What follows belongs to an exercise in optimizing a design on an open flow for small area; a production flow would make more cautious choices. The RTL was checked by simulation tests, not by an equivalence proof against the original design. Power is estimated from default activity; no workload was simulated.

<file path="design/flow/config.mk">
export PLATFORM = sky130hd
export DESIGN_NAME = SimulatedDevice
export DESIGN_NICKNAME = SimulatedDevice
export VERILOG_FILES = /design/flow/design.v
export SDC_FILE = /design/flow/constraint.sdc
export NUM_CORES = 4
export LEC_CHECK = 0
export CAP_MARGIN = 20
export CORE_MARGIN = 2
export CORE_UTILIZATION = 40
export SLEW_MARGIN = 20
</file>
<file path="design/flow/constraint.sdc">
create_clock -name core_clock -period 25.0 [get_ports {sys_clk}]
set_input_delay 5.0000 -clock core_clock [delete_from_list [all_inputs] [get_ports {sys_clk}]]
set_output_delay 5.0000 -clock core_clock [all_outputs]
set_load 0.01 [all_outputs]
</file>
<file path="design/flow/design.v">
`timescale 1ns / 1ps
module uart_tx(clk,clk_x,rst,data_in,send,trans_done,txd);
input clk;
input clk_x;
input rst;
input[7:0] data_in;
input send;
output reg trans_done;
output reg txd;
reg[7:0] data_in_buf;
reg act0,act1;
reg act_down;
parameter
    idle=5'b00000,
    start=5'b00001,
    b0=5'b00011,
    b1=5'b00010,
    b2=5'b00110,
    b3=5'b00111,
    b4=5'b00101,
    b5=5'b00100,
    b6=5'b01100,
    b7=5'b01101,
    check=5'b01111,
    stop=5'b01110;
reg[4:0] present_state;
always@(posedge clk)
begin
    if(rst)
    begin
        act0 <= 1'b0;
        act1 <= 1'b0;
        act_down <= 1'b0;
        present_state <= idle;
        txd <= 1;
        trans_done <= 1'b0;
        data_in_buf <= 8'd0;
    end
    else if (clk_x) begin
     act0<=send;
     act1<=act0;
     act_down<=act0&~act1;
     case(present_state)
        idle: begin
                txd<=1;
                data_in_buf<=data_in;
                if(act_down==1)
                begin
                    present_state <= start;
                end
                else
                    present_state <= idle;
             end
             start: begin
                txd <= 'd0;
                present_state <= b0;
             end
             b0: begin
                txd <= data_in_buf[0];
                present_state<=b1;
             end
             b1: begin
                txd<=data_in_buf[1];
                present_state<=b2;
             end
             b2: begin
                txd<=data_in_buf[2];
                present_state<=b3;
             end
             b3: begin
                txd<=data_in_buf[3];
                present_state<=b4;
             end
             b4: begin
                txd<=data_in_buf[4];
                present_state<=b5;
             end
             b5: begin
                txd<=data_in_buf[5];
                present_state<=b6;
             end
             b6: begin
                txd<=data_in_buf[6];
                present_state<=b7;
             end
             b7: begin
                txd<=data_in_buf[7];
                present_state<=check;
             end
             check: begin
                txd<=data_in_buf[7]^data_in_buf[6]^data_in_buf[5]^data_in_buf[4]^data_in_buf[3]^data_in_buf[2]^data_in_buf[1]^data_in_buf[0];
                present_state<=stop;
             end
             stop: begin
                txd<='d1;
                trans_done <= 1;
                present_state<=idle;
             end
             default: present_state<=present_state;
        endcase
    end
end
endmodule
`timescale 1ns / 1ps
module uart_rx(clk,clk_16x,rst,rxd,data_rec,data_ready,data_error);
input clk;
input clk_16x;
input rst;
input rxd;
output reg data_ready;
output reg data_error;
output[7:0] data_rec;
reg[7:0] data_out,data_out1;
wire rxd_buf = ^data_out;
reg[15:0] clk_16x_cnt;
reg rxd1,rxd2;
reg start_flag;
parameter width=8;
parameter idle=1,one=2,two=3,stop=4;
reg[width-1:0] present_state;
reg[width-1:0] next_state;
assign data_rec=data_out1;
always@ (posedge clk)
begin
    if(rst)
        present_state<=idle;
    else if (clk_16x)
        present_state<=next_state;
end
always @(*)
begin
    next_state=idle;
    if(clk_16x_cnt<='d8)
        next_state=idle;
    if(clk_16x_cnt>'d8 && clk_16x_cnt <= 'd136)
        next_state=one;
    if(clk_16x_cnt>'d136 && clk_16x_cnt <= 'd152)
        next_state=two;
    if(clk_16x_cnt>'d152 && clk_16x_cnt <= 'd168)
        next_state=stop;
    if(clk_16x_cnt > 'd168)
        next_state=idle;
end
always@(posedge clk)
begin
    if(rst)
    begin
        rxd1<=1'd1;
        rxd2<=1'd1;
        data_ready<='d0;
        data_error<=1'd0;
        clk_16x_cnt<='d0;
        start_flag<=0;
        data_out<=8'd0;
        data_out1<=8'd0;
    end
    else if (clk_16x) begin
        case(present_state)
        idle: begin
              rxd1<=rxd;
              rxd2<=rxd1;
              if((~rxd1)&&rxd2)
                    start_flag<='d1;
              else if(start_flag==1)
                clk_16x_cnt<=clk_16x_cnt+'d1;
            end
         one: begin
                clk_16x_cnt<=clk_16x_cnt + 'd1;
                if(clk_16x_cnt=='d24)data_out[0]<=rxd;
                else if(clk_16x_cnt=='d40)data_out[1]<=rxd;
                else if(clk_16x_cnt=='d56)data_out[2]<=rxd;
                else if(clk_16x_cnt=='d72)data_out[3]<=rxd;
                else if(clk_16x_cnt=='d88)data_out[4]<=rxd;
                else if(clk_16x_cnt=='d104)data_out[5]<=rxd;
                else if(clk_16x_cnt=='d120)data_out[6]<=rxd;
                else if(clk_16x_cnt=='d136)data_out[7]<=rxd;
            end
         two: begin
                if(clk_16x_cnt=='d152)
                begin
                    if(rxd_buf==rxd) data_error<=1'd0;
                    else data_error<=1'd1;
                end
                clk_16x_cnt <= clk_16x_cnt+'d1;
            end
         stop: begin
                if(clk_16x_cnt=='d168)
                begin
                    if(1'd1==rxd)
                    begin
                        data_error<=1'd0;
                        data_ready<='d1;
                    end
                    else begin
                        data_error<=1'd1;
                        data_ready<='d0;
                    end
                end
                data_out1<=data_out;
                if(clk_16x_cnt>168)
                begin
                    clk_16x_cnt <= 0;
                    start_flag <= 0;
                end
                else
                    clk_16x_cnt <= clk_16x_cnt + 'd1;
            end
         default: ;
         endcase
    end
end
endmodule
`timescale 1ns / 1ps
module uart_top(
    input clk,
    input rst,
    input[7:0] data_in,
    output[7:0] data_rec,
    input rxd,
    output txd
);
wire clk_ms,clk_20ms,clk_16x,clk_x;
wire data_ready;
wire data_error;
wire send_ready;
reg send;
always @(posedge clk)
    if (rst) send <= 1'b0;
    else if (clk_ms) send <= ~send;
divclk my_divclk(
    .clk(clk),
    .rst(rst),
    .clk_ms(clk_ms),
    .btnclk(clk_20ms),
    .clk_16x(clk_16x),
    .clk_x(clk_x)
);
uart_tx tx(
    .clk(clk),
    .clk_x(clk_x),
    .rst(rst),
    .data_in({1'b1,data_in[6:0]}),
    .send(send),
    .trans_done(send_ready),
    .txd(txd)
    );
uart_rx rx(
    .clk(clk),
    .clk_16x(clk_16x),
    .rst(rst),
    .rxd(rxd),
    .data_rec(data_rec),
    .data_ready(data_ready),
    .data_error(data_error)
);
endmodule
module divclk(clk,rst,clk_ms,btnclk,clk_16x,clk_x);
input clk;
input rst;
output clk_ms,btnclk,clk_16x,clk_x;
reg[31:0] cnt1;
reg[31:0] cnt2;
reg[31:0] cnt3;
reg[31:0] cntclk_cnt;
reg clk_ms_q;
reg btnclk_q;
reg clk_16x_q;
reg clk_x_q;
parameter MS_MAX = 32'd15;
parameter BTN_MAX = 32'd63;
parameter X16_MAX = 32'd0;
parameter X_MAX = 32'd15;
assign clk_ms = (cnt1==MS_MAX) && !clk_ms_q;
assign btnclk = (cntclk_cnt==BTN_MAX) && !btnclk_q;
assign clk_16x = (cnt2==X16_MAX) && !clk_16x_q;
assign clk_x = (cnt3==X_MAX) && !clk_x_q;
always@(posedge clk)
begin
    if (rst) begin
        clk_ms_q<=1'b0;
        cnt1<=0;
    end
    else if(cnt1==MS_MAX)
    begin
        clk_ms_q<=~clk_ms_q;
        cnt1<=0;
    end
    else
        cnt1<=cnt1+1'b1;
end
always@(posedge clk)
begin
    if (rst) begin
        btnclk_q<=1'b0;
        cntclk_cnt<=0;
    end
    else if(cntclk_cnt==BTN_MAX)
    begin
        btnclk_q<=~btnclk_q;
        cntclk_cnt<=0;
    end
    else
        cntclk_cnt<=cntclk_cnt+1'b1;
end
always@(posedge clk)
begin
    if (rst) begin
        clk_16x_q<=1'b0;
        cnt2<=0;
    end
    else if(cnt2==X16_MAX)
    begin
        clk_16x_q<=~clk_16x_q;
        cnt2<='d0;
    end
    else
        cnt2<=cnt2+1'b1;
end
always@(posedge clk)
begin
    if (rst) begin
        clk_x_q<=1'b0;
        cnt3<=0;
    end
    else if(cnt3==X_MAX)
    begin
        clk_x_q<=~clk_x_q;
        cnt3<= 0;
    end
    else
        cnt3<=cnt3+1'b1;
end
endmodule
`timescale 1ns / 1ps
module engine(input [1:0] global_state, input clk, rst, power_on, power_off, manual_power,
              output reg next_power, output reg power_light);
    parameter POFF=1'b0,PON=1'b1;
    reg [1:0] temp_state;
    wire clk_ms,clk_20ms,clk_16x,clk_x;
    divclk my_divclk(
        .clk(clk),
        .rst(rst),
        .clk_ms(clk_ms),
        .btnclk(clk_20ms),
        .clk_16x(clk_16x),
        .clk_x(clk_x)
    );
    reg power1;
    reg [9:0] cnt;
    always @(posedge clk) begin
        if (rst) begin
          temp_state <= 2'b00;
          cnt <= 10'b0;
          power1 <= 1'b0;
        end
        else if (clk_ms) begin
          if (power_on == 1'b1 && power1 == 1'b0) begin
            cnt <= cnt + 10'b1;
            if (cnt == 10'd1000) begin
                cnt <= 10'b0;
                power1 <= 1'b1;
            end
          end
          if (power1 == 1'b1 && power_off == 1'b1) begin
            cnt <= 10'b0;
            power1 <= 1'b0;
          end
          if (global_state == 2'b00 && power_on != 1'b1 && manual_power == POFF) begin
            cnt <= 10'b0;
            power1 <= 1'b0;
          end
          if (temp_state != global_state) begin
            temp_state <= global_state;
            cnt <= 10'b0;
            power1 <= 1'b0;
          end
        end
    end
    always @(*) begin
        next_power = power1;
        power_light = next_power;
    end
endmodule
`timescale 1ns / 1ps
module milecounter(input clk, input rst, input moving, input activate,
output reg [7:0] seg1, output reg [7:0] seg2, output reg [7:0] an);
    reg[18:0] divclk_cnt;
    reg divclk;
    reg[29:0] cntclk_cnt;
    reg cntclk;
    reg[3:0] disp_dat;
    reg[2:0] disp_bit;
    reg[23:0] count;
    reg[3:0] res1;
    reg[3:0] res2;
    reg[3:0] res3;
    reg[3:0] res4;
    reg[3:0] res5;
    reg[3:0] res6;
    reg[3:0] res7;
    reg[23:0] count_n;
    reg[3:0] r1, r2, r3, r4, r5, r6, r7;
    reg[3:0] disp_dat_n;
    reg[2:0] disp_bit_n;
    reg[7:0] an_n;
    reg[7:0] seg_n;
    integer i;
    parameter maxcnt = 19'd7;
    parameter maxcount = 24'd9999999;
    parameter maxclk = 30'd0;
    wire div_en = (divclk_cnt == maxcnt) && !divclk;
    wire cnt_en = (cntclk_cnt == maxclk) && !cntclk;
    always @(posedge clk) begin
        if (rst) begin
            divclk_cnt <= 0;
            divclk <= 1'b0;
            cntclk_cnt <= 0;
            cntclk <= 1'b0;
        end
        else begin
            if (divclk_cnt == maxcnt) begin
                divclk <= ~divclk;
                divclk_cnt <= 0;
            end
            else divclk_cnt <= divclk_cnt + 1'b1;
            if (cntclk_cnt == maxclk) begin
                cntclk <= ~cntclk;
                cntclk_cnt <= 0;
            end
            else cntclk_cnt <= cntclk_cnt + 1'b1;
        end
    end
    always @(*) begin
        disp_bit_n = (disp_bit >= 7) ? 1'b0 : disp_bit + 1'b1;
        case (disp_bit_n)
            3'b000: begin
                disp_dat_n = (activate==1'b0)? 4'hf:res1;
                an_n = 8'b00000001;
            end
            3'b001: begin
                disp_dat_n = (activate==1'b0)? 4'hf:res2;
                an_n = 8'b00000010;
            end
            3'b010: begin
                disp_dat_n = (activate==1'b0)? 4'hf:res3;
                an_n = 8'b00000100;
            end
            3'b011: begin
                disp_dat_n = (activate==1'b0)? 4'hf:res4;
                an_n = 8'b00001000;
            end
            3'b100: begin
                disp_dat_n = (activate==1'b0)? 4'hf:res5;
                an_n = 8'b00010000;
            end
            3'b101: begin
                disp_dat_n = (activate==1'b0)? 4'hf:res6;
                an_n = 8'b00100000;
            end
            3'b110: begin
                disp_dat_n = (activate==1'b0)? 4'hf:res7;
                an_n = 8'b01000000;
            end
            3'b111: begin
                disp_dat_n = 0;
                an_n = 8'b10000000;
            end
            default: begin
                disp_dat_n = 0;
                an_n = 8'b00000000;
            end
        endcase
        case (disp_dat_n)
            4'h0 : seg_n = 8'hfc;
            4'h1 : seg_n = 8'h60;
            4'h2 : seg_n = 8'hda;
            4'h3 : seg_n = 8'hf2;
            4'h4 : seg_n = 8'h66;
            4'h5 : seg_n = 8'hb6;
            4'h6 : seg_n = 8'hbe;
            4'h7 : seg_n = 8'he0;
            4'h8 : seg_n = 8'hfe;
            4'h9 : seg_n = 8'hf6;
            4'ha : seg_n = 8'hee;
            4'hb : seg_n = 8'h3e;
            4'hc : seg_n = 8'h9c;
            4'hd : seg_n = 8'h7a;
            4'he : seg_n = 8'h9e;
            default : seg_n = 8'h8e;
        endcase
    end
    always @(posedge clk) begin
        if (rst) begin
            disp_bit <= 3'd0;
            disp_dat <= 4'd0;
            an <= 8'b00000001;
            seg1 <= 8'd0;
            seg2 <= 8'd0;
        end
        else if (div_en) begin
            disp_bit <= disp_bit_n;
            disp_dat <= disp_dat_n;
            an <= an_n;
            if (an_n > 8'b00001000) seg1 <= seg_n;
            else seg2 <= seg_n;
        end
    end
    always @(*) begin
        if(activate==1'b0)
            count_n = 0;
        else
            count_n = (moving == 1'b1) ? ((count == maxcount) ? 24'd0 : count + 24'd1) : count;
        r1 = 0;
        r2 = 0;
        r3 = 0;
        r4 = 0;
        r5 = 0;
        r6 = 0;
        r7 = 0;
        for (i = 23; i >= 0; i = i - 1) begin
            if (r1 >= 4'd5) r1 = r1 + 4'd3;
            if (r2 >= 4'd5) r2 = r2 + 4'd3;
            if (r3 >= 4'd5) r3 = r3 + 4'd3;
            if (r4 >= 4'd5) r4 = r4 + 4'd3;
            if (r5 >= 4'd5) r5 = r5 + 4'd3;
            if (r6 >= 4'd5) r6 = r6 + 4'd3;
            if (r7 >= 4'd5) r7 = r7 + 4'd3;
            r7 = {r7[2:0], r6[3]};
            r6 = {r6[2:0], r5[3]};
            r5 = {r5[2:0], r4[3]};
            r4 = {r4[2:0], r3[3]};
            r3 = {r3[2:0], r2[3]};
            r2 = {r2[2:0], r1[3]};
            r1 = {r1[2:0], count_n[i]};
        end
    end
    always @(posedge clk) begin
        if (rst) begin
            count <= 24'd0;
            res1 <= 4'd0;
            res2 <= 4'd0;
            res3 <= 4'd0;
            res4 <= 4'd0;
            res5 <= 4'd0;
            res6 <= 4'd0;
            res7 <= 4'd0;
        end
        else if (cnt_en) begin
            count <= count_n;
            res1 <= r1;
            res2 <= r2;
            res3 <= r3;
            res4 <= r4;
            res5 <= r5;
            res6 <= r6;
            res7 <= r7;
        end
    end
endmodule
`timescale 1ns / 1ps
module manual(input clk, input rst, input power, input[1:0] global_state, input[1:0] state, 
input[3:0] moving_state, input clutch,brake,throttle,rgs,left,right,
output reg [1:0] next_state, output reg [3:0] next_moving_state, 
output reg manual_power, output reg turn_left_light, output reg turn_right_light,
output [7:0] seg1, output [7:0] seg2, output [7:0] an);
    parameter POFF=1'b0,PON=1'b1;
    parameter NSTART=2'b00,START=2'b01,MOVING=2'b10;
    parameter NON_MOVING=4'b0000,MOVE_FORWARD=4'b0001,MOVE_BACK=4'b0010,
    TURN_RIGHT=4'b1000,TURN_LEFT=4'b0100;
    reg activate;
    reg moving;
    milecounter mc(.clk(clk), .rst(rst), .moving(moving), .activate(activate),
    .seg1(seg1), .seg2(seg2), .an(an));
    always @(*) begin
      if (power == 1'b1 && global_state == 2'b00) activate = 1'b1;
      else activate = 1'b0;
    end
    always @(*) begin
      if (moving_state == MOVE_FORWARD || moving_state == MOVE_BACK) moving = 1'b1;
      else moving = 1'b0;
    end
    always @(*) begin
    turn_left_light = 1'b0;
    turn_right_light = 1'b0;
    next_state = NSTART;
    next_moving_state = NON_MOVING;
    manual_power = power;
    if (power == PON && global_state == 2'b00) begin
      case(state)
      NSTART:begin
        turn_left_light = 1'b1;
        turn_right_light = 1'b1;
      if (brake) begin 
        next_state = NSTART;
        manual_power = PON; 
      end
      else if(throttle&&~clutch) begin 
        next_state = NSTART;
        manual_power = POFF; 
      end
      else if(throttle&&clutch&&~brake&&~rgs) begin 
        next_state = START;
        manual_power = PON; 
      end
      else begin 
        next_state = state;
        manual_power = power; 
      end
      next_moving_state = NON_MOVING;
      end
      START:begin
      turn_left_light = 1'b0;
      turn_right_light = 1'b0;
      manual_power = PON;
      if (brake) begin 
        next_state = NSTART;
        next_moving_state = NON_MOVING; 
      end
      else if (~clutch&&throttle) begin 
        next_state = MOVING;
        if (rgs) next_moving_state = MOVE_BACK;
        else next_moving_state = MOVE_FORWARD; 
      end
      else if (~throttle) begin
        next_state = state;
        next_moving_state = NON_MOVING;
        manual_power = power;
      end
      else begin 
        next_state = state;
        next_moving_state = moving_state;
        manual_power = power; 
      end
      if (next_state != NSTART && next_moving_state != NON_MOVING && next_moving_state != MOVE_BACK) begin
        if(~left&&~right) begin 
          if (next_state == MOVING) next_moving_state = MOVE_FORWARD;
          turn_left_light = 1'b0;
          turn_right_light = 1'b0;
        end 
        else if (~left&&right) begin
          if (next_state == MOVING) next_moving_state = TURN_RIGHT;
          turn_left_light = 1'b0;
          turn_right_light = 1'b1;
        end
        else if (left&&~right) begin
          if (next_state == MOVING) next_moving_state = TURN_LEFT;
          turn_right_light = 1'b0;
          turn_left_light = 1'b1;
        end
        else begin
          if (next_state == MOVING) next_moving_state = MOVE_FORWARD;
          turn_left_light = 1'b1;
          turn_right_light = 1'b1;
        end
      end
      end
      MOVING:begin
      if (rgs&&~clutch) begin
        manual_power = POFF;
        next_state = NSTART;
        next_moving_state = NON_MOVING;
      end
      else if (brake) begin
        manual_power = PON;
        next_state = NSTART;
        next_moving_state = NON_MOVING;
      end
      else if (~throttle) begin
        manual_power = PON;
        next_state = START;
        next_moving_state = NON_MOVING;
      end
      else if (rgs&&clutch) begin
        manual_power = PON;
        next_state = MOVING;
        next_moving_state = MOVE_BACK;
      end
      else if (~rgs) begin
        manual_power = PON;
        next_state = MOVING;
        next_moving_state = MOVE_FORWARD;
      end
      else begin
        manual_power = PON;
        next_state = state;
        next_moving_state = moving_state;
      end
      if (next_state != NSTART && next_moving_state != NON_MOVING && next_moving_state != MOVE_BACK) begin
        if(~left&&~right) begin 
          if (next_state == MOVING) next_moving_state = MOVE_FORWARD;
          turn_left_light = 1'b0;
          turn_right_light = 1'b0;
        end 
        else if (~left&&right) begin
          if (next_state == MOVING) next_moving_state = TURN_RIGHT;
          turn_left_light = 1'b0;
          turn_right_light = 1'b1;
        end
        else if (left&&~right) begin
          if (next_state == MOVING) next_moving_state = TURN_LEFT;
          turn_right_light = 1'b0;
          turn_left_light = 1'b1;
        end
        else begin
          if (next_state == MOVING) next_moving_state = MOVE_FORWARD;
          turn_left_light = 1'b1;
          turn_right_light = 1'b1;
        end
      end
      end
      endcase
    end
    else begin
      turn_left_light = 1'b0;
      turn_right_light = 1'b0; 
      next_state = NSTART;
      next_moving_state = NON_MOVING;
    end
    end
endmodule
`timescale 1ns / 1ps
module semiauto(input power, input [1:0] global_state, input [3:0] detector, 
input[1:0] state, input[3:0] moving_state, input rst, input sys_clk, 
input left, input right, input straight, input back, 
output reg [1:0] next_state, output reg [3:0] next_moving_state);
  parameter s1=2'b01, s2=2'b00, s3=2'b10, s4=2'b11;
  parameter MOVE_FORWARD=4'b0001, STOP=4'b0000, TURN_LEFT=4'b0100, TURN_RIGHT=4'b1000;
  reg crossroad;
  reg around;
  reg [15:0] turn_cnt;
  reg [10:0] cool_cnt;
  reg [3:0] traffic;
  wire clk_ms,clk_20ms,clk_16x,clk_x;
  divclk myclk(sys_clk,rst,clk_ms,clk_20ms,clk_16x,clk_x);
  always @(posedge sys_clk) begin
    if (rst == 1'b1) begin
      turn_cnt <= 11'b0;
    end
    else if (clk_20ms) begin
      if (state == s3) turn_cnt <= turn_cnt + 11'b1;
      else turn_cnt <= 11'b0;
    end
  end
  always @(posedge sys_clk) begin
    if (rst == 1'b1) begin
      cool_cnt <= 11'b0;
    end
    else if (clk_20ms) begin
      if (state == s4) cool_cnt <= cool_cnt + 11'b1;
      else cool_cnt <= 11'b0;
    end
  end
  always @(posedge sys_clk) begin
    if (rst) crossroad <= 1'b1;
    else if (detector[0] || ~detector[1] || ~detector[2]) crossroad <= 1'b1;
    else crossroad <= 1'b0;
  end
  always @(*) begin
    if (straight) begin
      traffic = MOVE_FORWARD;
      around = 1'b0;
    end
    else if (back) begin
      traffic = TURN_LEFT;
      around = 1'b1;
    end
    else if (left && ~right) begin
      traffic = TURN_LEFT;
      around = 1'b0;
    end 
    else if (~left && right) begin
      traffic = TURN_RIGHT;
      around = 1'b0;
    end 
    else begin
      traffic = STOP;
      around = 1'b0;
    end 
  end
  always @(*) begin
    if (power == 1'b1 && global_state == 2'b10) begin
      case (state)
        s1:begin
          case (crossroad)
            1'b0: begin
              next_state = s1;
              next_moving_state = MOVE_FORWARD;
            end
            1'b1: begin
              next_state = s2;
              next_moving_state = STOP;
            end
            default: begin
              next_state = s1;
              next_moving_state = MOVE_FORWARD;
            end
          endcase
        end 
        s2:begin
          case (traffic)
            STOP: begin
              next_state = s2;
              next_moving_state = STOP;
            end 
            MOVE_FORWARD: begin
              next_state = s4;
              next_moving_state = MOVE_FORWARD;
            end
            TURN_LEFT: begin
              next_state = s3;
              next_moving_state = TURN_LEFT;
            end
            TURN_RIGHT: begin
              next_state = s3;
              next_moving_state = TURN_RIGHT;
            end
            default: begin
              next_state = s2;
              next_moving_state = STOP;
            end
          endcase
        end
        s3:begin
          case (around)
            1'b1: begin
              if (turn_cnt >= 16'd200) begin
                next_state = s4;
                next_moving_state = MOVE_FORWARD;
              end
              else begin
                next_state = s3;
                if (moving_state == TURN_LEFT) next_moving_state = TURN_LEFT;
                else next_moving_state = TURN_RIGHT;
              end
            end
            1'b0: begin
              if (turn_cnt >= 16'd100) begin
                next_state = s4;
                next_moving_state = MOVE_FORWARD;
              end
              else begin
                next_state = s3;
                if (moving_state == TURN_LEFT) next_moving_state = TURN_LEFT;
                else next_moving_state = TURN_RIGHT;
              end
            end
            default: begin
              next_state = s3;
              if (moving_state == TURN_LEFT) next_moving_state = TURN_LEFT;
              else next_moving_state = TURN_RIGHT;
            end
          endcase
        end
        s4:begin
          if (cool_cnt >= 11'd50) begin
            next_state = s1;
            next_moving_state = MOVE_FORWARD;
          end
          else begin
            next_state = s4;
            next_moving_state = MOVE_FORWARD;
          end
        end
      endcase
    end
    else begin
      next_state = s2;
      next_moving_state = STOP;
    end
  end
endmodule
`timescale 1ns / 1ps
module auto(input sys_clk, rst, power,
global_state, input[1:0] state, input[3:0] moving_state, input[3:0] detector,
output pl_beacon_sig, output de_beacon_sig,
output reg[1:0] next_state, output reg[3:0] next_moving_state);
    parameter MOVING=2'b01, WAITING=2'b00, TURNING=2'b10, COOLING=2'b11;
    parameter MOVE_FORWARD=4'b0001, STOP=4'b0000, TURN_LEFT=4'b0100, TURN_RIGHT=4'b1000;
    assign pl_beacon_sig = 1'b0;
    assign de_beacon_sig = 1'b0;
    reg crossroad;
    reg [3:0] nms;
    reg [10:0] turn_cnt;
    reg [10:0] cool_cnt;
    reg [10:0] wait_cnt;
    wire clk_ms,clk_20ms,clk_16x,clk_x;
    divclk myclk(sys_clk,rst,clk_ms,clk_20ms,clk_16x,clk_x);
    always @(*) begin
        if (power == 1'b1 && global_state == 2'b01) begin
            case (state)
                MOVING: begin
                  case (crossroad)
                    1'b0: begin
                      next_state = MOVING;
                      next_moving_state = MOVE_FORWARD;
                    end
                    1'b1: begin
                      next_state = WAITING;
                      next_moving_state = STOP;
                    end
                  endcase
                end
                WAITING: begin
                  if (wait_cnt >= 11'd100) begin
                    case (nms)
                        MOVE_FORWARD: begin
                            next_state = COOLING;
                            next_moving_state = MOVE_FORWARD;
                        end
                        TURN_LEFT: begin
                            next_state = TURNING;
                            next_moving_state = TURN_LEFT;
                        end
                        TURN_RIGHT: begin
                            next_state = TURNING;
                            next_moving_state = TURN_RIGHT;
                        end
                        default: begin
                            next_state = WAITING;
                            next_moving_state = STOP;
                        end
                    endcase
                  end
                  else begin
                    next_state = WAITING;
                    next_moving_state = STOP;
                  end       
                end 
                TURNING: begin
                    if (turn_cnt >= 11'd100) begin
                        next_state = COOLING;
                        next_moving_state = MOVE_FORWARD;
                    end
                    else begin
                        next_state = TURNING;
                        if (moving_state == TURN_LEFT) next_moving_state = TURN_LEFT;
                        else next_moving_state = TURN_RIGHT;
                    end
                end
                COOLING: begin
                    if (cool_cnt >= 11'd50) begin
                        next_state = MOVING;
                        next_moving_state = MOVE_FORWARD;
                    end
                    else begin
                        next_state = COOLING;
                        next_moving_state = MOVE_FORWARD;
                    end
                end
            endcase
        end
        else begin
          next_state = WAITING;
          next_moving_state = STOP;
        end
    end
    always @(posedge sys_clk) begin
         if (rst) nms <= STOP;
         else case (detector)  
            4'b0001: nms <= TURN_LEFT;
            4'b0010: nms <= TURN_LEFT;
            4'b0011: nms <= TURN_LEFT;
            4'b1010: nms <= TURN_LEFT;
            4'b1011: nms <= TURN_LEFT;
            4'b0000: nms <= TURN_RIGHT;
            4'b0100: nms <= TURN_RIGHT;
            4'b0101: nms <= TURN_RIGHT;
            4'b1000: nms <= TURN_RIGHT;
            4'b1001: nms <= TURN_RIGHT;
            4'b1100: nms <= TURN_RIGHT;
            4'b1101: nms <= TURN_RIGHT;
            4'b0110: nms <= MOVE_FORWARD;
            4'b0111: nms <= MOVE_FORWARD;
            4'b1110: nms <= MOVE_FORWARD;
            4'b1111: nms <= MOVE_FORWARD;
         endcase
    end
    always @(posedge sys_clk) begin
        if (rst) crossroad <= 1'b1;
        else if (detector[0] || ~detector[1] || ~detector[2]) crossroad <= 1'b1;
        else crossroad <= 1'b0;
    end
    always @(posedge sys_clk) begin
        if (rst == 1'b1) begin
            wait_cnt <= 11'b0;
        end
        else if (clk_20ms) begin
            if (state == WAITING) wait_cnt <= wait_cnt + 11'b1;
            else wait_cnt <= 11'b0;
        end
    end
    always @(posedge sys_clk) begin
        if (rst == 1'b1) begin
            turn_cnt <= 11'b0;
        end
        else if (clk_20ms) begin
            if (state == TURNING) turn_cnt <= turn_cnt + 11'b1;
            else turn_cnt <= 11'b0;
        end
    end
    always @(posedge sys_clk) begin
        if (rst == 1'b1) begin
            cool_cnt <= 11'b0;
        end
        else if (clk_20ms) begin
            if (state == COOLING) cool_cnt <= cool_cnt + 11'b1;
            else cool_cnt <= 11'b0;
        end
    end
endmodule
`timescale 1ns / 1ps
module SimulatedDevice(
    input[1:0] global_state,
    input sys_clk,
    input rx,
    output tx,
    input turn_left_signal,
    input turn_right_signal,
    input move_forward_signal,
    input move_backward_signal,
    input place_barrier_signal,
    input destroy_barrier_signal,
    input rst,
    input clutch,
    input throttle,
    input brake,
    input power_on,
    input power_off,
    output front_detector,
    output back_detector,
    output left_detector,
    output right_detector,
    output move_backward_light,
    output move_forward_light,
    output turn_left_light,
    output turn_right_light,
    output power_light,
    output reg [2:0] state_light,
    output reg [3:0] moving_light,
    output [7:0] seg1,
    output [7:0] seg2,
    output [7:0] an
    );
    wire power;
    reg [1:0] state;
    reg [3:0] moving_state;
    wire manual_power;
    wire [1:0] next_state1;
    wire [1:0] next_state2;
    wire [1:0] next_state3;
    wire [3:0] next_moving_state1;
    wire [3:0] next_moving_state2;
    wire [3:0] next_moving_state3;
    wire pl_beacon_sig, de_beacon_sig;
    wire next_power;
    engine en(.global_state(global_state), .clk(sys_clk), .rst(rst), .power_on(power_on), .power_off(power_off), 
    .manual_power(manual_power), .next_power(next_power), .power_light(power_light));
    manual ma(.clk(sys_clk), .rst(rst), .power(power), .global_state(global_state), .state(state), .moving_state(moving_state), .clutch(clutch), 
    .brake(brake), .throttle(throttle), .rgs(move_backward_signal), .left(turn_left_signal), 
    .right(turn_right_signal), .next_state(next_state1), .next_moving_state(next_moving_state1),
    .manual_power(manual_power), .turn_left_light(turn_left_light), .turn_right_light(turn_right_light),
    .seg1(seg1), .seg2(seg2), .an(an));
    semiauto sa(.power(power), .global_state(global_state),
    .detector({front_detector, left_detector, right_detector, back_detector}),
    .state(state), .moving_state(moving_state), .rst(rst), .sys_clk(sys_clk), 
    .left(turn_left_signal), .right(turn_right_signal), .straight(move_forward_signal), 
    .back(move_backward_signal), .next_state(next_state2), .next_moving_state(next_moving_state2));
    auto au(.sys_clk(sys_clk), .rst(rst), .power(power), .global_state(global_state), 
    .state(state), .moving_state(moving_state),
    .detector({front_detector, left_detector, right_detector, back_detector}),
    .pl_beacon_sig(pl_beacon_sig), .de_beacon_sig(de_beacon_sig), 
    .next_state(next_state3), .next_moving_state(next_moving_state3));
    assign power = next_power;
    assign move_backward_light = 1'b0;
    assign move_forward_light = 1'b0;
    always @(*) begin
      if (power == 1'b1) begin
        if (global_state == 2'b00) begin
            if (state == 2'b00) state_light = 3'b001;
            else if (state == 2'b01) state_light = 3'b010;
            else state_light = 3'b100;
        end
        else begin
          case (state)
            2'b00: state_light = 3'b001;
            2'b01: state_light = 3'b010;
            2'b10: state_light = 3'b100;
            2'b11: state_light = 3'b111; 
          endcase
        end
        moving_light = moving_state;
      end 
      else begin
        state_light = 3'b000;
        moving_light = moving_state;
      end
    end
    always @(posedge sys_clk) begin
        if (rst == 1'b1) begin
          state <= 2'b00;
          moving_state <= 4'b0000;
        end
        else begin
          case (global_state)
            2'b00:begin
                state <= next_state1;
                moving_state <= next_moving_state1;
            end
            2'b10:begin
                state <= next_state2;
                moving_state <= next_moving_state2;
            end
            2'b01:begin
                state <= next_state3;
                moving_state <= next_moving_state3;
            end
            default: ;
          endcase
        end
    end
    wire [7:0] in = {2'b10, 2'b00, moving_state};
    wire [7:0] rec;
    assign front_detector = rec[0];
    assign left_detector = rec[1];
    assign right_detector = rec[2];
    assign back_detector = rec[3];
    uart_top md(.clk(sys_clk), .rst(rst), .data_in(in), .data_rec(rec), .rxd(rx), .txd(tx));
endmodule
</file>
<file path="design/flow/run.sh">
#!/bin/bash
# synth_recipe.tcl (not shown) runs the flow's synth.tcl, then flattens the netlist and writes it again
# the make line also repeats each setting of config.mk as NAME=value (left out here)
make -C /OpenROAD-flow-scripts/flow DESIGN_CONFIG=/design/flow/config.mk WORK_HOME=/design/flow/orfs CLKGATE_MAP_FILE= SYNTH_SCRIPT=/design/flow/synth_recipe.tcl finish
</file>
==> impl_metrics.tcl <==
set metrics [dict create \
    status "complete, no violations" \
    vias 32500 \
    wl_per_cell_um 14.1 \
    post-place-ws_ps 198 \
    switchingPower_uw 331 \
    insertion_delay_ps 590 \
    grt_use_met2_pct 29.2 \
    relSlewSlack_pct 24.9 \
    whs_ps 437 \
    grt_overflow 0 \
    first_iter_violations 2074 \
    hold_violations 0 \
    p_seq_share_pct 48.4 \
    synth_area_um2 34300 \
    finalSetupTns_ps 0 \
    top_usage_layer "met2" \
    routed_wl_um 80800 \
    die_w_um 297 \
    grt.total_usage_pct 17.5 \
    rsz0062_at_grt "false" \
    nets 4683 \
    path_common_cell "ha_1" \
    yosysTopAreaCell "dfxtp_1" \
    fin_ws_ps 1480 \
    hold_path.class "reg -> reg" \
    synth.top_cell.area_share_pct 26.4 \
    end_kind "flop" \
    hold_buffers 0 \
    skew_ps 23.8 \
    worst_setup_path_start_kind "input port" \
    clk_pin_slew_ps 60 \
    drive_gt1_share_pct 8.72 \
    routabilityCongestion 0.884 \
    ys_types 140 \
    antenna_found_initial 0 \
    grt_pass1_vias 29500 \
    p_leak_nw 13.6 \
    use_met1_pct 24.1 \
    setup_viol 0 \
    tritoncts "yes" \
    critPathMaxFanout 10 \
    coreArea_um2 85000 \
    r2r_cells 93 \
    dp_hpwl_um 57700 \
    die_area_um2 88100 \
    period_minus_slack_ps 23520 \
    peakVddDrop_v 0.0000512 \
    pwr-share-comb_pct 2.6 \
    cts_sinks 452 \
    ys.flop_type "dfxtp_1" \
    ys_seq_area_share_pct 26.4 \
    rows 107 \
    worstMarginPinSlew_ps 1120 \
    dr.pass1.iters 6 \
    synthArstFlopShare_pct 0 \
    area_growth_pct 10.5 \
    met3_usage_pct 1.86 \
    avgSynthCellArea_um2 7.53 \
    htree_levels 2 \
    die_y_um 297 \
    synth_edf_count 0 \
    netlist_top_cells_area "dfxtp_1 26%, nor2_1 7.2%, xor2_1 5.0%" \
    viasPerCell 5.65 \
    ios 57 \
    diodes 0 \
    maxCapViolCount 0 \
    grt_pass1_wl_um 138000 \
    cts_buffers 48 \
    clk_path_buf_depth 3 \
    min_period_over_period_pct 94.1 \
    worst_path_max_delay_cell "or4_1" \
    syn-instance-count 4554 \
    powerDensity_nw_per_um2 39.8 \
    initial_core_util_pct 40.4 \
    internal-power_mw 1.18 \
    final-max-slew-violation-count 0 \
    ant_nets 0 \
    fmax_mhz 42.5 \
    numPortBuffers 50 \
    grt_max_degree 77 \
    worstSetupPathType "in -> reg" \
    swShare_pct 21.9 \
    mostFrequentLayoutCell "nor2_1" \
    crit_arrival_ps 24030 \
    critical-path-max-stage-delay_ps 520 \
    worst_ep_required_time_ps 25500 \
    hold_depth 1 \
    power_frac_clock_pct 49.0 \
    cts_root_buf "clkbuf_16" \
    synth-seq-cells 452 \
    ys_warn_count 11 \
    drc 0 \
    most-common-layout-cells "655 x nor2_1, 452 x dfxtp_1, 419 x nand2_1" \
]
## power by group through the flow
stage	registers [mW]	clock network [mW]	logic, mW
2_1_floorplan	0.744	0	0.0287
3_3_place_gp	0.745	0	0.0389
3_5_place_dp	0.745	0	0.0390
4_1_cts	0.729	0.766	0.0392
5_1_grt	0.730	0.794	0.0436
6_report	0.729	0.739	0.0387
## routing by layer
layer / routed length [um] / share of wire, % / vias to the layer above
li1: - / - / 16700
met2: 36900 / 46 / 543
met3: 2870 / 3.5 / 97
met4: 1370 / 1.7 / 0
met5: 0 / 0 / -
met1: 39700 / 49 / 15100
## cells in the mapped netlist, types with 25 or more instances
library cell  instances
xnor2_1             135
o21a_1               25
a21oi_1             251
clkbuf_1            149
nor2_1              657
nand2b_1             48
o22ai_1              54
nor3_1              130
buf_2                29
nand4_1              91
a21o_1               35
and3_1               78
mux2i_1              66
a211oi_1             51
ha_1                108
o21ai_1              26
dfxtp_1             452
or3_1                75
nor4_1               79
and4_1               25
nor2b_1              25
and2_1               42
a31oi_1              35
nand3_1             232
nand2_1             419
o21ai_0             176
inv_1               149
a311oi_1             25
xor2_1              195
o211ai_1             71
## what timing repair did
action	in CTS	in global routing
resized for setup	0	23
setup buffers	0	5
setup endpoints to repair	0	11
## cell type report
cell class / count / area (um2)
clock buffer: 72 / 1430
inverter: 171 / 642
tap: 1144 / 1430
clock inverter: 17 / 210
sequential: 452 / 9050
multi-input combinational: 3740 / 23900
timing repair buffer: 146 / 1220
fill: 8591 / 47100
## worst max-delay path, delay by kind of cell
| kind | cells | cell delay (ps) |
|---|---|---|
| compound gates | 36 | 7030 |
| fa+ha+maj | 17 | 3810 |
| simple gates | 23 | 4860 |
| xor+xnor | 1 | 200 |
| buf+inv | 13 | 1650 |
| mux | 5 | 1450 |
## registers in the layout, summed over array words and instances, names as in the netlist, 7 cells and up
| register | flops |
|---|---|
| md.rx.clk_16x_cnt | 16 |
| sa.turn_cnt | 16 |
| md.my_divclk.cnt3 | 32 |
| sa.myclk.cntclk_cnt | 32 |
| md.my_divclk.cnt1 | 32 |
| au.cool_cnt | 11 |
| ma.mc.an | 8 |
| au.turn_cnt | 11 |
| ma.mc.count | 23 |
| ma.mc.seg1 | 7 |
| en.my_divclk.cnt1 | 32 |
| au.wait_cnt | 11 |
| ma.mc.cntclk_cnt | 30 |
| md.my_divclk.cnt2 | 32 |
| ma.mc.seg2 | 7 |
| au.myclk.cntclk_cnt | 32 |
| ma.mc.divclk_cnt | 19 |
| sa.cool_cnt | 11 |
| en.cnt | 10 |
## cell families after synthesis
kind of cell             synth area share (%)
buffers and inverters                    4.26
XOR/XNOR                                 9.26
other                                  0.0109
adder cells (fa/ha/maj)                  4.15
AO/OA/AOI/OAI                            24.1
multiplexers                             3.03
AND/OR/NAND/NOR                          28.8
flip-flops                               26.4
## per-stage QoR
stage,utilization (%),total power [mW],area (um2),cells
2_1_floorplan,-,0.773,34300,4557
3_3_place_gp,42.5,0.784,36100,5648
3_5_place_dp,42.5,0.784,36100,5648
4_1_cts,44.4,1.53,37800,5737
5_1_grt,44.6,1.57,37900,5742
6_report,44.6,1.51,37900,5742
## final timing paths
check,startpoint,endpoint,slack (ps)
worst max-delay path,global_state[1],ma.mc.res5[3],1480
worst min-delay path,md.my_divclk.cnt1[0],md.my_divclk.cnt1[0],440
worst max register to register,moving_state[0],ma.mc.res5[3],5170
worst min register to register,md.my_divclk.cnt1[0],md.my_divclk.cnt1[0],440

re-timing with driven ports:
In the flow no input, the clock included, has a driving cell. The finished layout below was timed again as built, in two steps.
Step 1: set_driving_cell puts a clkbuf_16 on sys_clk and a buf_2 on each other input, an assumption about the parent block.
Step 2, shift: input delay + t, output delay - t, t = (earliest + latest rising clock arrival at the registers) / 2. This alone moves slack from input paths to output paths.
a / b / c = ideal / step 1 / step 2; a / b = the first two.
shift t [ns]: 0.639
setup WS [ns]: 1.476 / 1.516 / 0.877
latest minus earliest clock arrival (ns): 0.023 / 0.024
worst register clock-pin slew, ns: 0.07 / 0.07
worst data-port slew with drivers (ns): 0.09
After both steps this run still meets setup and hold. The setup slack of this run moves by +0.040 ns with the drivers and by -0.599 ns with both steps.
